Context: an optimization exercise on an open-source flow, tuned for small area. The choices shown serve that exercise and are no tape-out recipe.
The RTL was checked by simulation tests, not by an equivalence proof against the original design.
Power figures rest on the tool's default switching activity, not on a simulated workload.

== rev 12 ==
==> flow/design.v <==
module DECA_Gesture_Light_Sensor(
	input 		          		MAX10_CLK1_50,
	input 		          		RESET_N,
	output		     [7:0]		LED,
	output		          		LIGHT_I2C_SCL,
	output		          		LIGHT_I2C_SDA_OE,
	input 		          		LIGHT_I2C_SDA_IN
);
localparam [1:0] OP_W = 2'd3, OP_P = 2'd1, OP_R = 2'd2;
wire clk  = MAX10_CLK1_50;
wire sdai = LIGHT_I2C_SDA_IN;
reg [6:0] div;
always @(posedge clk or negedge RESET_N)
  if (!RESET_N) div <= 7'd0; else div <= div + 7'd1;
wire tick = (div == 7'd63);
reg [1:0] op;
reg [6:0] t;
reg       rp;      
reg [3:0] idx;     
reg       f;       
wire [4:0] slot = t[6:2];
wire [1:0] ph   = t[1:0];
wire isW = op[0] & op[1], isP = ~op[1], isR = ~op[0];
wire t116 = t[6] & t[5] & t[4] & t[2] & ~t[0];
wire t117 = t[6] & t[5] & t[4] & t[2] & t[0];
wire t41  = (t == 7'd41);
wire t85  = t[6] & t[4] & t[2] & t[0];
wire t82  = (t == 7'd82);
wire t83  = (t == 7'd83);
wire t84  = (t == 7'd84);
wire t95  = t[6] & t[4] & t[3] & t[2] & t[1] & t[0];
wire rep = (idx[3] | idx[2] & idx[0] | idx[2] & idx[1] | idx[1] & idx[0]);
wire dz  = (idx == 4'd3) | (idx == 4'd6) | (idx == 4'd8);
wire succ = dz ^ f;
wire endG  = isR & t95;
wire endW1 = isW & t116 & rep;            
wire x35   = (isW & t117) | (isR & t84 & ~rp);   
wire endP  = isP & t85;
wire endR  = isR & t83;
wire nack  = isP & t41 & sdai;
wire goR84 = endR & ~rp & succ;           
wire last  = (idx == 4'd10);
wire to0   = endG | endW1 | x35 | endP | (endR & ~goR84 & ~(rp & last));
always @(posedge clk or negedge RESET_N) begin
  if (!RESET_N) begin
    op <= OP_R; t <= 7'd93; rp <= 1'b0; idx <= 4'd0;
  end else begin
    if (tick & to0)       t <= 7'd0;
    else if (tick & nack) t <= 7'd2;
    else                  t <= t + {6'd0, tick};
    if (tick) begin
      if (endG | x35 & ~(rp | idx == 4'd9) ) op <= OP_W;
      else if (endW1 | endR & ~goR84 & ~(rp & last) | x35 & idx == 4'd9) op <= OP_P;
      else if (endP) op <= OP_R;
    end
    if (tick & (x35 & idx == 4'd9 | endG)) idx <= 4'd0;
    else idx <= idx + {3'd0, tick & (x35 | endR & rp & ~last)};
    if (tick & x35 & idx == 4'd9) rp <= 1'b1;
    else if (tick & endG) rp <= 1'b0;
  end
end
reg [7:0] wptr, wdat, rptr;
always @* begin
  case (idx)
    4'd0: begin wptr = 8'h07; wdat = 8'h17; end
    4'd1: begin wptr = 8'h0F; wdat = 8'hFF; end
    4'd2: begin wptr = 8'h10; wdat = 8'h0F; end
    4'd4: begin wptr = 8'h17; wdat = 8'h37; end
    4'd5: begin wptr = 8'h18; wdat = 8'hA1; end
    4'd7: begin wptr = 8'h18; wdat = 8'h81; end
    4'd9: begin wptr = 8'h18; wdat = 8'h07; end
    default: begin wptr = 8'h18; wdat = 8'h00; end
  endcase
  case (idx)
    4'd0: rptr = 8'h00;
    4'd1: rptr = 8'h26;
    4'd2: rptr = 8'h27;
    4'd3: rptr = 8'h28;
    4'd4: rptr = 8'h29;
    4'd5: rptr = 8'h2A;
    4'd6: rptr = 8'h2B;
    4'd7: rptr = 8'h20;
    4'd8: rptr = 8'h30;
    4'd9: rptr = 8'h21;
    default: rptr = 8'h2E;
  endcase
end
wire [7:0] pbyte = rp ? rptr : 8'h20;
reg bitv;
always @* begin
  bitv = 1'b1;
  case (slot)
    5'd2, 5'd5, 5'd7: bitv = 1'b0;
    5'd8:  bitv = isR;
    5'd10: bitv = ~isW | wptr[7];
    5'd11: bitv = isW ? wptr[6] : pbyte[7];
    5'd12: bitv = isW ? wptr[5] : pbyte[6];
    5'd13: bitv = isW ? wptr[4] : pbyte[5];
    5'd14: bitv = isW ? wptr[3] : pbyte[4];
    5'd15: bitv = isW ? wptr[2] : pbyte[3];
    5'd16: bitv = isW ? wptr[1] : pbyte[2];
    5'd17: bitv = isW ? wptr[0] : pbyte[1];
    5'd18: bitv = ~isP | pbyte[0];
    5'd19: bitv = ~isW | wdat[7];
    5'd20: bitv = wdat[6];
    5'd21: bitv = wdat[5];
    5'd22: bitv = wdat[4];
    5'd23: bitv = wdat[3];
    5'd24: bitv = wdat[2];
    5'd25: bitv = wdat[1];
    5'd26: bitv = wdat[0];
    default: ;
  endcase
end
localparam K_IDLE = 3'd0, K_START = 3'd1, K_BIT = 3'd2, K_STOP = 3'd3,
           K_ACK9 = 3'd4, K_ACK10 = 3'd5, K_READ = 3'd6, K_R19 = 3'd7;
reg [2:0] kind;
always @* begin
  kind = K_IDLE;
  begin
    if (slot == 5'd0) kind = K_START;
    else if (isW) kind = (slot == 5'd28) ? K_STOP : (slot < 5'd28) ? K_BIT : K_IDLE;
    else if (isP) kind = (slot == 5'd9) ? K_ACK9 : (slot == 5'd10) ? K_ACK10 :
                         (slot == 5'd20) ? K_STOP : (slot < 5'd20) ? K_BIT : K_IDLE;
    else kind = (slot < 5'd10) ? K_BIT : (slot < 5'd19) ? K_READ :
                (slot == 5'd19) ? K_R19 : K_IDLE;
  end
end
reg sda, scl;
always @* begin
  case (kind)
    K_START: begin scl = 1'b1;         sda = ~(ph == 2'd3); end             
    K_BIT:   begin scl = (ph == 2'd2); sda = (ph != 2'd0) & bitv; end      
    K_STOP:  begin scl = (ph != 2'd0); sda = ph[1]; end                    
    K_ACK9:  begin scl = ph[1];        sda = (ph != 2'd0); end             
    K_ACK10: begin scl = ~ph[1];       sda = 1'b1; end                     
    K_READ:  begin scl = (ph == 2'd1); sda = 1'b1; end                     
    K_R19:   begin scl = (ph == 2'd3); sda = ~ph[1]; end                   
    default: begin scl = 1'b1;         sda = 1'b1; end
  endcase
end
assign LIGHT_I2C_SCL    = scl;
assign LIGHT_I2C_SDA_OE = ~sda;
wire samp = isR & ph == 2'd0 & (slot >= 5'd10) & (slot <= 5'd17);
always @(posedge clk)
  f <= (f & ~(tick & (rp | isP))) | (tick & samp & sdai);
reg  [15:0] ring;
reg         sbig, cy;
wire        in_ps = (idx != 4'd0) & (idx <= 4'd6);
wire [3:0]  pos = {~idx[0], 3'd1 - slot[2:0]};
wire        e   = cy | (f & in_ps & div[6:4] == 3'd4 & div[3:0] == pos);
wire        top = (div[3:0] == 4'd15);
always @(posedge clk) begin
  ring <= {rp & (ring[0] ^ e), ring[15:1]};
  cy   <= ring[0] & e & ~top;
  sbig <= rp & (sbig | ring[0] & e & top);
end
function ge;    
  input [9:0] x; input [9:0] c;
  integer n;
  begin
    ge = 1'b1;
    for (n = 0; n < 10; n = n + 1)
      ge = c[n] ? (x[n] & ge) : (x[n] | ge);
  end
endfunction
wire [9:0] sh = {ring[0], ring[15:7]};
wire [7:0] th = {8{sbig}} | {
      ge(sh, 10'd675), ge(sh, 10'd582), ge(sh, 10'd489), ge(sh, 10'd396),
      ge(sh, 10'd303), ge(sh, 10'd210), ge(sh, 10'd117), ge(sh, 10'd24) };
wire [3:0] lvn = {th[7], th[3] & ~th[7], th[1] & ~th[3] | th[5] & ~th[7],
                  th[0] & ~th[1] | th[2] & ~th[3] | th[4] & ~th[5] | th[6] & ~th[7]};
reg [3:0] lv;
always @(posedge clk or negedge RESET_N)
  if (!RESET_N) lv <= 4'd0;
  else if (tick & isR & rp & last & t82) lv <= lvn;
assign LED = ~{lv[3], lv[3] | (lv[2] & lv[1] & lv[0]), lv[3] | (lv[2] & lv[1]),
               lv[3] | (lv[2] & (lv[1] | lv[0])), lv[3] | lv[2],
               lv[3] | lv[2] | (lv[1] & lv[0]), lv[3] | lv[2] | lv[1], |lv};
endmodule
Settings: LEC_CHECK=0, CAP_MARGIN=20, CORE_MARGIN=2, CORE_UTILIZATION=40, PLACE_DENSITY=0.6, SLEW_MARGIN=20; clock period 20.0 ns.
standard.sh (not shown) runs the stock make flow with config.mk's settings and CLKGATE_MAP_FILE= SYNTH_SCRIPT=/design/flow/synth_recipe.tcl, a recipe that flattens the netlist after the stock synthesis.
==> flow/flow/run.sh <==
#!/bin/bash
# Own flow: the standard synthesis (standard.sh synth, unchanged), then the
# combinational logic between the registers is mapped again with an
# area-oriented ABC script (flip-flop cells, their names and types are kept),
# then the standard layout from the floorplan on (standard.sh).
# Each tool writes its full output to a log file in this folder.
set -euo pipefail
W=$(pwd)
R=$W/orfs/results/$FLOW_PLATFORM/DECA_Gesture_Light_Sensor/base
PDIR=$FLOW_HOME/platforms/$FLOW_PLATFORM
LIB=$PDIR/lib/sky130_fd_sc_hd__tt_025C_1v80.lib
YOSYS=$FLOW_HOME/../tools/install/yosys/bin/yosys
[ -x "$YOSYS" ] || YOSYS=yosys

bash standard.sh synth > synth_standard.log 2>&1
cp "$R/1_2_yosys.v" std_synth.v

python3 flow/mkmap.py "$LIB" std_synth.v > cellmap.v 2> mkmap.log
DU=$(sed -n '/DONT_USE_CELLS/,/^$/p' "$PDIR/config.mk" | grep -o 'sky130_fd_sc_hd__[a-z0-9_]*' | sed 's/^/-dont_use /' | tr '\n' ' ')
sed -e "s#{LIB}#$LIB#g; s#{NET}#$W/std_synth.v#; s#{TOP}#$FLOW_TOP#; s#{MAP}#$W/cellmap.v#; s#{DONTUSE}#$DU#; s#{ABC}#$W/flow/deepsyn.abc#; s#{OUT}#$W/reopt.v#" flow/reopt.ys > reopt_run.ys
"$YOSYS" -l reopt.log reopt_run.ys > reopt_stdout.log 2>&1

cp reopt.v "$R/1_2_yosys.v"
bash standard.sh synth > synth_odb.log 2>&1
# small port buffers; a one-level clock tree without dummy loads
export BUFFER_PORTS_ARGS="-buffer_cell sky130_fd_sc_hd__buf_1"
export CTS_ARGS="-sink_clustering_enable -repair_clock_nets -dont_use_dummy_load -root_buf sky130_fd_sc_hd__clkbuf_8 -buf_list sky130_fd_sc_hd__clkbuf_8"
bash standard.sh > layout.log 2>&1
test -f out/final.def
Other scripts of this flow, unchanged in this note and not shown: flow/flow/deepsyn.abc, flow/flow/mkmap.py, flow/flow/reopt.ys
Input changes introduced in rev 13 (baseline for comparison: rev 12):
-- flow/design.v --
<<< rev 12, line 7
	input 		          		LIGHT_I2C_SDA_IN
);
localparam [1:0] OP_W = 2'd3, OP_P = 2'd1, OP_R = 2'd2;
wire clk  = MAX10_CLK1_50;
wire sdai = LIGHT_I2C_SDA_IN;
>>> rev 13, line 7
	input 		          		LIGHT_I2C_SDA_IN
);
localparam [1:0] OP_W = 2'd0, OP_P = 2'd1, OP_R = 2'd2;
wire clk  = MAX10_CLK1_50;
wire sdai = LIGHT_I2C_SDA_IN;
<<< rev 12, line 21
wire [4:0] slot = t[6:2];
wire [1:0] ph   = t[1:0];
wire isW = op[0] & op[1], isP = ~op[1], isR = ~op[0];
wire t116 = t[6] & t[5] & t[4] & t[2] & ~t[0];
wire t117 = t[6] & t[5] & t[4] & t[2] & t[0];
>>> rev 13, line 21
wire [4:0] slot = t[6:2];
wire [1:0] ph   = t[1:0];
wire isW = ~op[1] & ~op[0], isP = op[0], isR = op[1];
wire t116 = t[6] & t[5] & t[4] & t[2] & ~t[0];
wire t117 = t[6] & t[5] & t[4] & t[2] & t[0];
[summary]
- Between rev 13 and rev 12, it is rev 13 whose worst-case reg-to-reg path depth is lower, by 1.
- Summary: design area, rev 13 worse than rev 12
- Overall routing resource usage: rev 13 vs rev 12 — no meaningful difference
- Rev 13 ends up with a routed wire length that is 61 um lower than in rev 12.
- Compared with rev 12, in rev 13 post-route worst setup slack picked up an extra 0.33 ns, instance count of the mapped netlist picked up an extra about 4%, wire length per cell after detailed routing lost 4.1%.
- Rev 13 completed every stage of the flow, and the final layout passed the timing, DRC and antenna checks.
- | overall die height | rev 12 vs rev 13 | ≈ equal |
- Between rev 12 and rev 13, the difference in relative area of clock buffers and inverters in the final design is negligible.
- Cmp rev 13 vs rev 12: clock share of power lower in rev 13
- From rev 12 to rev 13 the numbers moved as follows: synthesized area per cell has decreased; sum of internal, switching and leakage power has decreased.

-- separate check: timing with driven ports --
The flow's constraints put no driver on any port. The routed layouts listed below were extracted and timed again, unchanged, in two steps.
Step 1, drivers: a clkbuf_16 drives MAX10_CLK1_50 and a buf_2 each remaining input, both assumed.
Step 2 moves the port delays by t, midway between the first and last clock arrival at a register: inputs arrive t later, outputs are due t later. That takes back most of the time a late clock gives input paths.
Slacks: ideal ports / drivers / drivers and shift; pairs: ideal ports / drivers.
run | shift t [ns] | setup slack, ns | worst hold slack (ns) | worst setup path after step 2 | pins driven straight from the clock port
rev 12 | 0.312 | 13.028 / 13.002 / 13.314 | 0.329 / 0.329 / 0.329 | register to output | 1
rev 13 | 0.312 | 13.355 / 13.328 / 13.640 | 0.334 / 0.334 / 0.334 | register to output | 1
After both steps setup and hold are still met in every run listed.
